This design comes from an exercise in tuning for small area and a short achievable clock period on the open sky130 flow, not from production work.
Only the layout flow was run in this run; the RTL was not checked for function there.

[design.v]
module cpu(
  input wire clk,
  input wire nreset,
  output wire led,
  output wire [7:0] debug_port1,
  output wire [7:0] debug_port2,
  output wire [7:0] debug_port3,
  output wire [7:0] debug_port4,
  output wire [7:0] debug_port5,
  output wire [7:0] debug_port6,
  output wire [7:0] debug_port7,
  output wire [31:0] imem_addr,
  input wire [31:0] imem_data,
  output wire [31:0] dmem_addr,
  output wire [31:0] dmem_wdata,
  output wire dmem_we,
  output wire dmem_re,
  input wire [31:0] dmem_rdata
  );
  assign led = 1'b1;
  reg rstd;
  always @(posedge clk) rstd <= nreset;
  wire rst = nreset | rstd;
  reg [31:0] pc;
  reg [31:0] ir, pcv;
  reg        noopF;
  reg [31:0] ea, eb;
  reg [3:0]  ett;                
  reg        eadd, esub, ersb;   
  reg        ewbt, els, ebr, elink, ep, el;
  reg [3:0]  econd, erd;
  reg        fz, fn, fv;         
  reg [31:0] mdata, maddr;
  reg [3:0]  mrd;
  reg        mwe, mlink, mls, ml, mbr;
  reg [31:0] dout;
  reg [31:0] wd;
  reg [3:0]  wrd;
  reg        wwe, wlink, wbr;
  wire [31:0] rf [0:15];
  reg cex;
  always @* begin
    case (econd)
      4'b0000: cex = fz;
      4'b0001: cex = ~fz;
      4'b0010: cex = 1'b0;
      4'b0011: cex = 1'b1;
      4'b0100: cex = fn;
      4'b0101: cex = ~fn;
      4'b0110: cex = fv;
      4'b0111: cex = ~fv;
      4'b1000: cex = 1'b0;
      4'b1001: cex = 1'b1;
      4'b1010: cex = (fn == fv);
      4'b1011: cex = (fn != fv);
      4'b1100: cex = ~fz & (fn == fv);
      4'b1101: cex = fz | (fn != fv);
      default: cex = 1'b1;
    endcase
  end
  wire noopE = ebr & cex;
  wire weE   = ewbt & cex;
  wire isDP  = (ir[27:26] == 2'b00);
  wire isLSf = (ir[27:26] == 2'b01);
  wire isBRf = (ir[27:25] == 3'b101);
  wire immI  = ir[25];
  wire [3:0] dop = ir[24:21];
  wire [3:0] f_rn = (isDP | isLSf) ? ir[19:16] : 4'd0;
  wire [3:0] f_rd = (isDP | isLSf) ? ir[15:12] : 4'd0;
  wire [3:0] f_rm = (isDP | isLSf) ? ir[3:0]   : 4'd0;
  wire [4:0] opD = noopF ? 5'b11111 :
                   isDP  ? {1'b0, dop} :
                   isLSf ? 5'b10000 :
                   isBRf ? 5'b10001 : 5'b11111;
  assign debug_port2 = {f_rd, f_rm};
  assign debug_port3 = {f_rn[2:0], opD};
  wire [3:0] rnI = ir[19:16];
  wire [3:0] rmI = ir[3:0];
  reg [31:0] rnV, rmV;
  integer k;
  always @* begin
    rnV = 32'd0;
    rmV = 32'd0;
    for (k = 0; k < 15; k = k + 1) begin
      rnV = rnV | ({32{rnI == k}} & rf[k]);
      rmV = rmV | ({32{rmI == k}} & rf[k]);
    end
    rnV = rnV | ({32{rnI == 4'd15}} & pcv);
    rmV = rmV | ({32{rmI == 4'd15}} & pcv);
  end
  wire [4:0] samt = (isLSf & ~immI) ? 5'd0 : ir[11:7];
  wire [1:0] styp = ir[6:5];
  wire [4:0] rot  = (styp == 2'b00) ? (5'd0 - samt) : samt;
  wire [31:0] r0 = rot[0] ? {rmV[0],    rmV[31:1]}  : rmV;
  wire [31:0] r1 = rot[1] ? {r0[1:0],   r0[31:2]}   : r0;
  wire [31:0] r2 = rot[2] ? {r1[3:0],   r1[31:4]}   : r1;
  wire [31:0] r3 = rot[3] ? {r2[7:0],   r2[31:8]}   : r2;
  wire [31:0] r4 = rot[4] ? {r3[15:0],  r3[31:16]}  : r3;
  wire [31:0] smask = (styp == 2'b00) ? (32'hffffffff << samt) :
                      (styp == 2'b11) ? 32'hffffffff : (32'hffffffff >> samt);
  wire [31:0] shv = r4 & smask;
  wire [63:0] immd = {24'd0, ir[7:0], 24'd0, ir[7:0]} >> {ir[11:8], 1'b0};
  wire [31:0] immv = immd[31:0];
  wire [29:0] boff = {{6{ir[23]}}, ir[23:0]};
  wire [29:0] boff8 = boff + (ir[23] ? 30'h3ffffffe : 30'd2);
  wire [31:0] brv = {boff8, 2'b00};
  wire [31:0] bD = isBRf ? brv : (isDP & immI) ? immv : shv;
  wire [4:0] opE = noopE ? 5'b11111 : opD;
  wire dpE = ~opE[4];
  wire [3:0] fE = opE[3:0];
  reg [3:0] tt;
  always @* begin
    tt = 4'b0000;
    if (dpE) case (fE)
      4'b0000, 4'b1000: tt = 4'b1000;   
      4'b0001, 4'b1001: tt = 4'b0110;   
      4'b1100:          tt = 4'b1110;   
      4'b1101:          tt = 4'b1010;   
      4'b1110:          tt = 4'b0100;   
      4'b1111:          tt = 4'b0101;   
      default:          tt = 4'b0000;
    endcase
  end
  wire wbtD = dpE & (fE[3:2] == 2'b11 || fE == 4'b0000 || fE == 4'b0001 ||
                     fE == 4'b0010 || fE == 4'b0011 || fE == 4'b0100);
  wire sa = ea[31];
  wire sb = eb[31];
  wire [32:0] s1x = {ea[31], ea} + {eb[31], eb};
  wire [32:0] s2x = {ea[31], ea} - {eb[31], eb};
  wire [31:0] s1 = s1x[31:0];
  wire [31:0] s2 = s2x[31:0];
  wire [31:0] s3 = eb - ea;
  wire [31:0] nx = ~ea, ny = ~eb;
  wire [31:0] cs = nx ^ ny ^ 32'd2;
  wire [31:0] cc = ((nx & ny) | ((nx | ny) & 32'd2)) << 1;
  wire [31:0] s4 = cs + cc;       
  wire cadd = s1x[32];            
  wire csub = s2x[32];            
  wire sub10 = sa & ~sb;
  wire sub01 = ~sa & sb;
  wire sel1 = eadd | (ersb & sub10 & cadd);
  wire sel2 = (esub & ~(sub10 & cadd)) | (ersb & (sa == sb) & (csub ^ sa));
  wire sel3 = (esub & sub10 & cadd) | (ersb & (sa == sb) & ~(csub ^ sa));
  wire sel4 = ersb & (sub01 | (sub10 & ~cadd));
  wire [31:0] lres = (~ea & ~eb & {32{ett[0]}}) | (~ea & eb & {32{ett[1]}}) |
                     (ea & ~eb & {32{ett[2]}}) | (ea & eb & {32{ett[3]}});
  wire [31:0] res = lres | ({32{sel1}} & s1) | ({32{sel2}} & s2) |
                    ({32{sel3}} & s3) | ({32{sel4}} & s4);
  wire nflag = (eadd & cadd) |
               (esub & ~(sub10 & cadd) & csub) |
               (ersb & (((sa == sb) & csub) | (sub10 & ~cadd)));
  wire vflag = (eadd & (sa == sb) & (res[31] != sa)) |
               ((esub | ersb) & (sa != sb) & (res[31] != sa));
  wire zflag = (res == 32'd0);
  assign debug_port4 = res[7:0];
  assign debug_port5 = res[15:8];
  assign dmem_we = mls & ~ml;
  assign dmem_re = mls & ml;
  assign dmem_addr = maddr;
  assign dmem_wdata = mdata;
  assign debug_port6 = dout[7:0];
  assign debug_port7 = dout[15:8];
  wire [31:0] pcn = wbr ? (pc + wd) : (wwe && wrd == 4'd15) ? wd : (pc + 32'd4);
  assign imem_addr = pc;
  assign debug_port1 = pc[9:2];
  always @(posedge clk) begin
    pc  <= rst ? 32'd0 : (pcn[31] ? (32'd0 - pcn) : pcn);
    ir  <= rst ? 32'd0 : imem_data;
    pcv <= pc;
    noopF <= ~rst & noopE;
    ea <= rnV;
    eb <= bD;
    eadd <= ~rst & dpE & (fE == 4'b0100 || fE == 4'b1011);
    esub <= ~rst & dpE & (fE == 4'b0010 || fE == 4'b1010);
    ersb <= ~rst & dpE & (fE == 4'b0011);
    ett  <= rst ? 4'b0000 : tt;
    ewbt <= rst | wbtD;
    els  <= ~rst & (opE == 5'b10000);
    ebr  <= ~rst & (opE == 5'b10001);
    elink <= ~rst & isBRf & ir[24];
    econd <= rst ? 4'd0 : ir[31:28];
    erd <= ir[15:12];
    ep  <= ir[24];
    el  <= ir[20];
    fz <= ~rst & zflag;
    fn <= ~rst & nflag;
    fv <= ~rst & vflag;
    mdata <= (els | ebr) ? eb : res;
    maddr <= ep ? 32'd0 : ea;
    mrd  <= erd;
    mwe  <= ~rst & weE;
    mlink <= ~rst & elink;
    mls  <= ~rst & els;
    ml   <= el;
    mbr  <= ~rst & ebr;
    dout <= mls ? (ml ? dmem_rdata : mdata) : 32'd0;
    wd   <= mls ? dout : mdata;
    wrd  <= mrd;
    wwe  <= ~rst & mwe;
    wlink <= ~rst & mlink;
    wbr  <= ~rst & mbr;
  end
  genvar g;
  generate
    for (g = 0; g < 16; g = g + 1) begin : regs
      reg [31:0] q;
      assign rf[g] = q;
      if (g == 14) begin : r14
        always @(posedge clk)
          if (rst | wlink | (wwe & (wrd == 4'd14)))
            q <= rst ? 32'd0 : (wlink ? rf[15] : wd);
      end else begin : rx
        always @(posedge clk)
          if (rst | (wwe & (wrd == g)))
            q <= rst ? 32'd0 : wd;
      end
    end
  endgenerate
endmodule
[run.sh]
#!/bin/bash
# synth_recipe.tcl (not shown) runs the flow's synth.tcl, then flattens the netlist and writes it again
# the make line also repeats each setting of config.mk as NAME=value (left out here)
make -C /OpenROAD-flow-scripts/flow DESIGN_CONFIG=/design/flow/config.mk WORK_HOME=/design/flow/orfs CLKGATE_MAP_FILE= SYNTH_SCRIPT=/design/flow/synth_recipe.tcl finish
[config.mk]
export PLATFORM = sky130hd
export DESIGN_NAME = cpu
export DESIGN_NICKNAME = cpu
export VERILOG_FILES = /design/flow/design.v
export SDC_FILE = /design/flow/constraint.sdc
export NUM_CORES = 8
export LEC_CHECK = 0
export CAP_MARGIN = 20
export CORE_MARGIN = 2
export CORE_UTILIZATION = 30
export CTS_CLUSTER_DIAMETER = 60
export CTS_CLUSTER_SIZE = 12
export PLACE_DENSITY = 0.45
export SLEW_MARGIN = 20
[constraint.sdc]
create_clock -name core_clock -period 12.0 [get_ports {clk}]
set_input_delay 2.4000 -clock core_clock [delete_from_list [all_inputs] [get_ports {clk}]]
set_output_delay 2.4000 -clock core_clock [all_outputs]
set_load 0.01 [all_outputs]
==> out/qor.csv <==
stage;metric;value;unit
timing;finalSetupTns;0;ns
setup_path;end_kind;primary output;
routing;firstDrtPassIters;10;
global_routing;antenna_found_initial;31;
clock_network;numCtsBuffers;92;
clock_network;cts_sinks;842;
setup_path;worstPathMaxFanout;14;
clock_network;htreeDepth;3;
global_routing;grt_max_degree;65;
clock_network;tritoncts;built;
logic_synthesis;synth_area_per_cell;10.24;um^2
place;place_hpwl;164700;um
place;gp_congestion;0.9443;
logic_synthesis;ys_seq_area_share;45.35;%
routing;wl_per_cell;33.77;um
finish;drive_gt1_share;9.565;%
die;std_cell_rows;147;
die;io_pins;221;
logic_synthesis;ys_seq_elements;842;
timing;clock_skew;0.07764;ns
clock_network;cts.clk_slew.worst_paths;0.06;ns
routing;drt_wl_total;239400;um
logic_synthesis;ys_types;111;
timing;max_slew_margin;11.70;%
routing;vias;42810;
timing;period_share;70.29;%
finish;fill_cells;16140;
die;die_area;164800;um^2
timing;hold_violations;0;
logic_synthesis;synthCells;4735;
setup_path;crit_type;flip-flop to primary output;
timing;period_needed;8.435;ns
timing;drv_slew;0;
power_and_ir_drop;cellPowerDensity;184.9;nW/um^2
clock_network;clock_latency;0.76;ns
routing;drc;0;
setup_path;critical_path.max_stage_delay;0.56;ns
timing;setup_viol;0;
routing;vias_per_cell;6.039;
power_and_ir_drop;ir_worst_vdd;0.0001219;V
place;io_buffers;219;
setup_path;worstPathArrival;6.03;ns
finish;areaGrowthSynthToFinish;16.05;%
run_status;outcome;no timing/DRC/antenna violations;
global_routing;gr-total-overflow;0;
global_routing;grt_pass1_vias;40690;
logic_synthesis;yosys_warnings;1;
timing;fmax;118.6;MHz
setup_path;cp_slowest_cell;a2111oi_4;
finish;final_common_cell;edfxtp_1;
die;start_util;30.19;%
clock_network;root_buffer;clkbuf_16;
logic_synthesis;async_reset_ff_share;0;%
logic_synthesis;synth_area;48470;um^2
die;die_x;405.9;um
logic_synthesis;synth_nets;5025;
clock_network;cts_hold_buf;0;
logic_synthesis;ys.flop_type;edfxtp_1;
setup_path;crit_path_start_kind;flip-flop;
clock_network;post_cts.repair.setup_buffers;0;
timing;rsz0062_at_grt;false;
clock_network;clk_path_buf_depth;3;
global_routing;grt_first_pass_wirelength;329400;um
setup_path;cp_common_cell;inv_1;
clock_network;cts_resized;0;
setup_path;reg2reg_slack;5.19;ns
timing;tightestPinTransition;1.323;ns
setup_path;cp_cell_sequence;inv_1 -> ha_1 -> inv_1 -> fa_1 -> nor2b_1 -> o311ai_2 -> a211oi_2 -> a2111oi_4 -> o21ai_2 -> and3_1 -> o21ai_1 -> nand2_1 -> buf_4 -> a221o_1 -> a211o_1 -> clkdlybuf4s50_1;
die;core;160600;um^2
global_routing;grtUsageTotal;28.27;%
routing;ant_nets;0;
worst_hold_path;holdCritPathClass;flip-flop to flip-flop;
finish;nNetsFinal;5138;
job;drv_cap;0;
finish;mostFrequentLayoutCells;512 x edfxtp_1, 391 x nor2_1, 322 x dfxtp_1, 274 x a21oi_1, 230 x nand2_1;
power_and_ir_drop;power.leakage;21.12;nW
setup_path;required;9.60;ns
power_and_ir_drop;report.power.total;10.40;mW
logic_synthesis;synth-edff-count;512;
routing;drt_iter0_markers;6134;
die;die_h;405.9;um
==> report_power, final <==
group | switching, mW | internal, mW
registers | 0.360 | 3.47
clock network | 1.29 | 1.55
logic | 2.45 | 1.28
==> final timing paths <==
path	from	to	cells past startpoint
worst max-delay path	ea[0]	debug_port4[3]	16
worst min register to register	mrd[1]	wrd[1]	0
worst min-delay path	mrd[1]	wrd[1]	0
worst max register to register	ir[2]	eb[18]	12
==> critical path, delay by kind of cell, from the launching register on <==
kind / cells / cell delay (ns)
AOI/OAI and AO/OA: 7 / 2.34
buffers and inverters: 4 / 1.11
and+or+nand+nor: 3 / 0.94
adders and majority gates: 2 / 0.60
DFF: 1 / 0.34
==> layer usage <==
metal / share of wire (%) / up-vias / wire, um / GRT usage (%)
met4: 6.0 / 26 / 14280 / 14.79
met2: 43 / 2472 / 102200 / 42.25
li1: - / 18440 / - / -
met5: 0.097 / - / 232 / 0.2081
met3: 9.7 / 569 / 23310 / 6.775
met1: 41 / 21300 / 99330 / 37.72
==> synthesized netlist by cell type, types with 78 or more instances <==
cell type  number  area share, %
edfxtp_1      512             32
nor2_1        411            3.2
dfxtp_1       330             14
a21oi_1       276            2.8
nand2_1       230            1.8
mux2i_1       224            4.6
ha_1          218            5.6
clkbuf_1      211            1.6
a221oi_1      199            3.6
o21ai_0       184            1.9
a22o_1        177            3.2
inv_1         157            1.2
a22oi_1       128            2.0
and2_1        101            1.3
xnor2_1        97            1.8
mux2_2         83            1.9
nor2b_1        78            1.0
==> sequential cells by signal, summed over array words and instances (netlist names), 4 cells and up <==
name and cells:
regs.q 512, dout 32, ea 32, eb 32, ir 32, maddr 32
mdata 32, pc 32, pcv 32, wd 32, econd 4, erd 4
ett 4, mrd 4, wrd 4
==> layout make-up <==
| cell class | instances | area, um^2 | area share (%) |
|---|---|---|---|
| Inverter | 162 | 608.1 | 1.081 |
| Timing Repair Buffer | 337 | 3078 | 5.472 |
| Tap cell | 2160 | 2703 | 4.805 |
| Clock inverter | 28 | 381.6 | 0.6784 |
| Sequential cell | 842 | 22000 | 39.11 |
| Clock buffer | 132 | 2524 | 4.487 |
| Multi-Input combinational cell | 3413 | 24920 | 44.30 |
| Antenna cell | 15 | 37.54 | 0.06673 |
==> through the flow <==
step | utilization (%) | worst slack [ns] | instances | hold WS [ns] | area (um^2)
after CTS | 35.00 | 3.564 | 7073 | 0.3253 | 56200
after floorplan | - | 6.131 | 4735 | 0.3096 | 48470
final | 35.03 | 3.565 | 7089 | 0.3238 | 56250
after detailed placement | 33.19 | 4.341 | 6913 | 0.3121 | 53290
after global placement | 33.19 | 4.381 | 6913 | 0.3135 | 53290
after global routing | 35.02 | 3.333 | 7079 | 0.3344 | 56220
==> cells by family (layout without fill, tap and decap cells) <==
kind of cell | after synthesis | after routing | synth area share, %
compound gates | 1533 | 1533 | 23.24
simple gates | 1189 | 1189 | 11.91
flops | 842 | 842 | 45.35
buf+inv | 480 | 659 | 4.089
mux | 311 | 311 | 6.717
fa+ha+maj | 228 | 228 | 5.958
xor+xnor | 151 | 151 | 2.729
other cells | 1 | 16 | 0.007737

-- re-timing with driven ports --
The results above use ideal ports. As a check the final layout listed here was re-extracted and re-timed, cells and wires unchanged.
Step 1 (the two cells are an assumption about what drives the block):
set clk [get_ports {clk}]
set_driving_cell -lib_cell sky130_fd_sc_hd__clkbuf_16 $clk
set_driving_cell -lib_cell sky130_fd_sc_hd__buf_2 [delete_from_list [all_inputs] $clk]
Step 2 times the ports against the registers' clock, not the clock port: input delays grow and output delays shrink by t, the midpoint of the rising clock arrivals with the driver on.
a / b / c = ideal / step 1 / step 2; a / b = the first two.
t, ns: 0.806
setup slack, ns: 3.565 / 3.481 / 4.287
worst setup path at the end: register to output
worst data-port slew with drivers (ns): 0.16
cell pins on the clock port's net: 1
After both steps setup and hold are still met in this run. For this run, drivers alone change the setup slack by -0.084 ns; drivers and shift together by +0.722 ns.
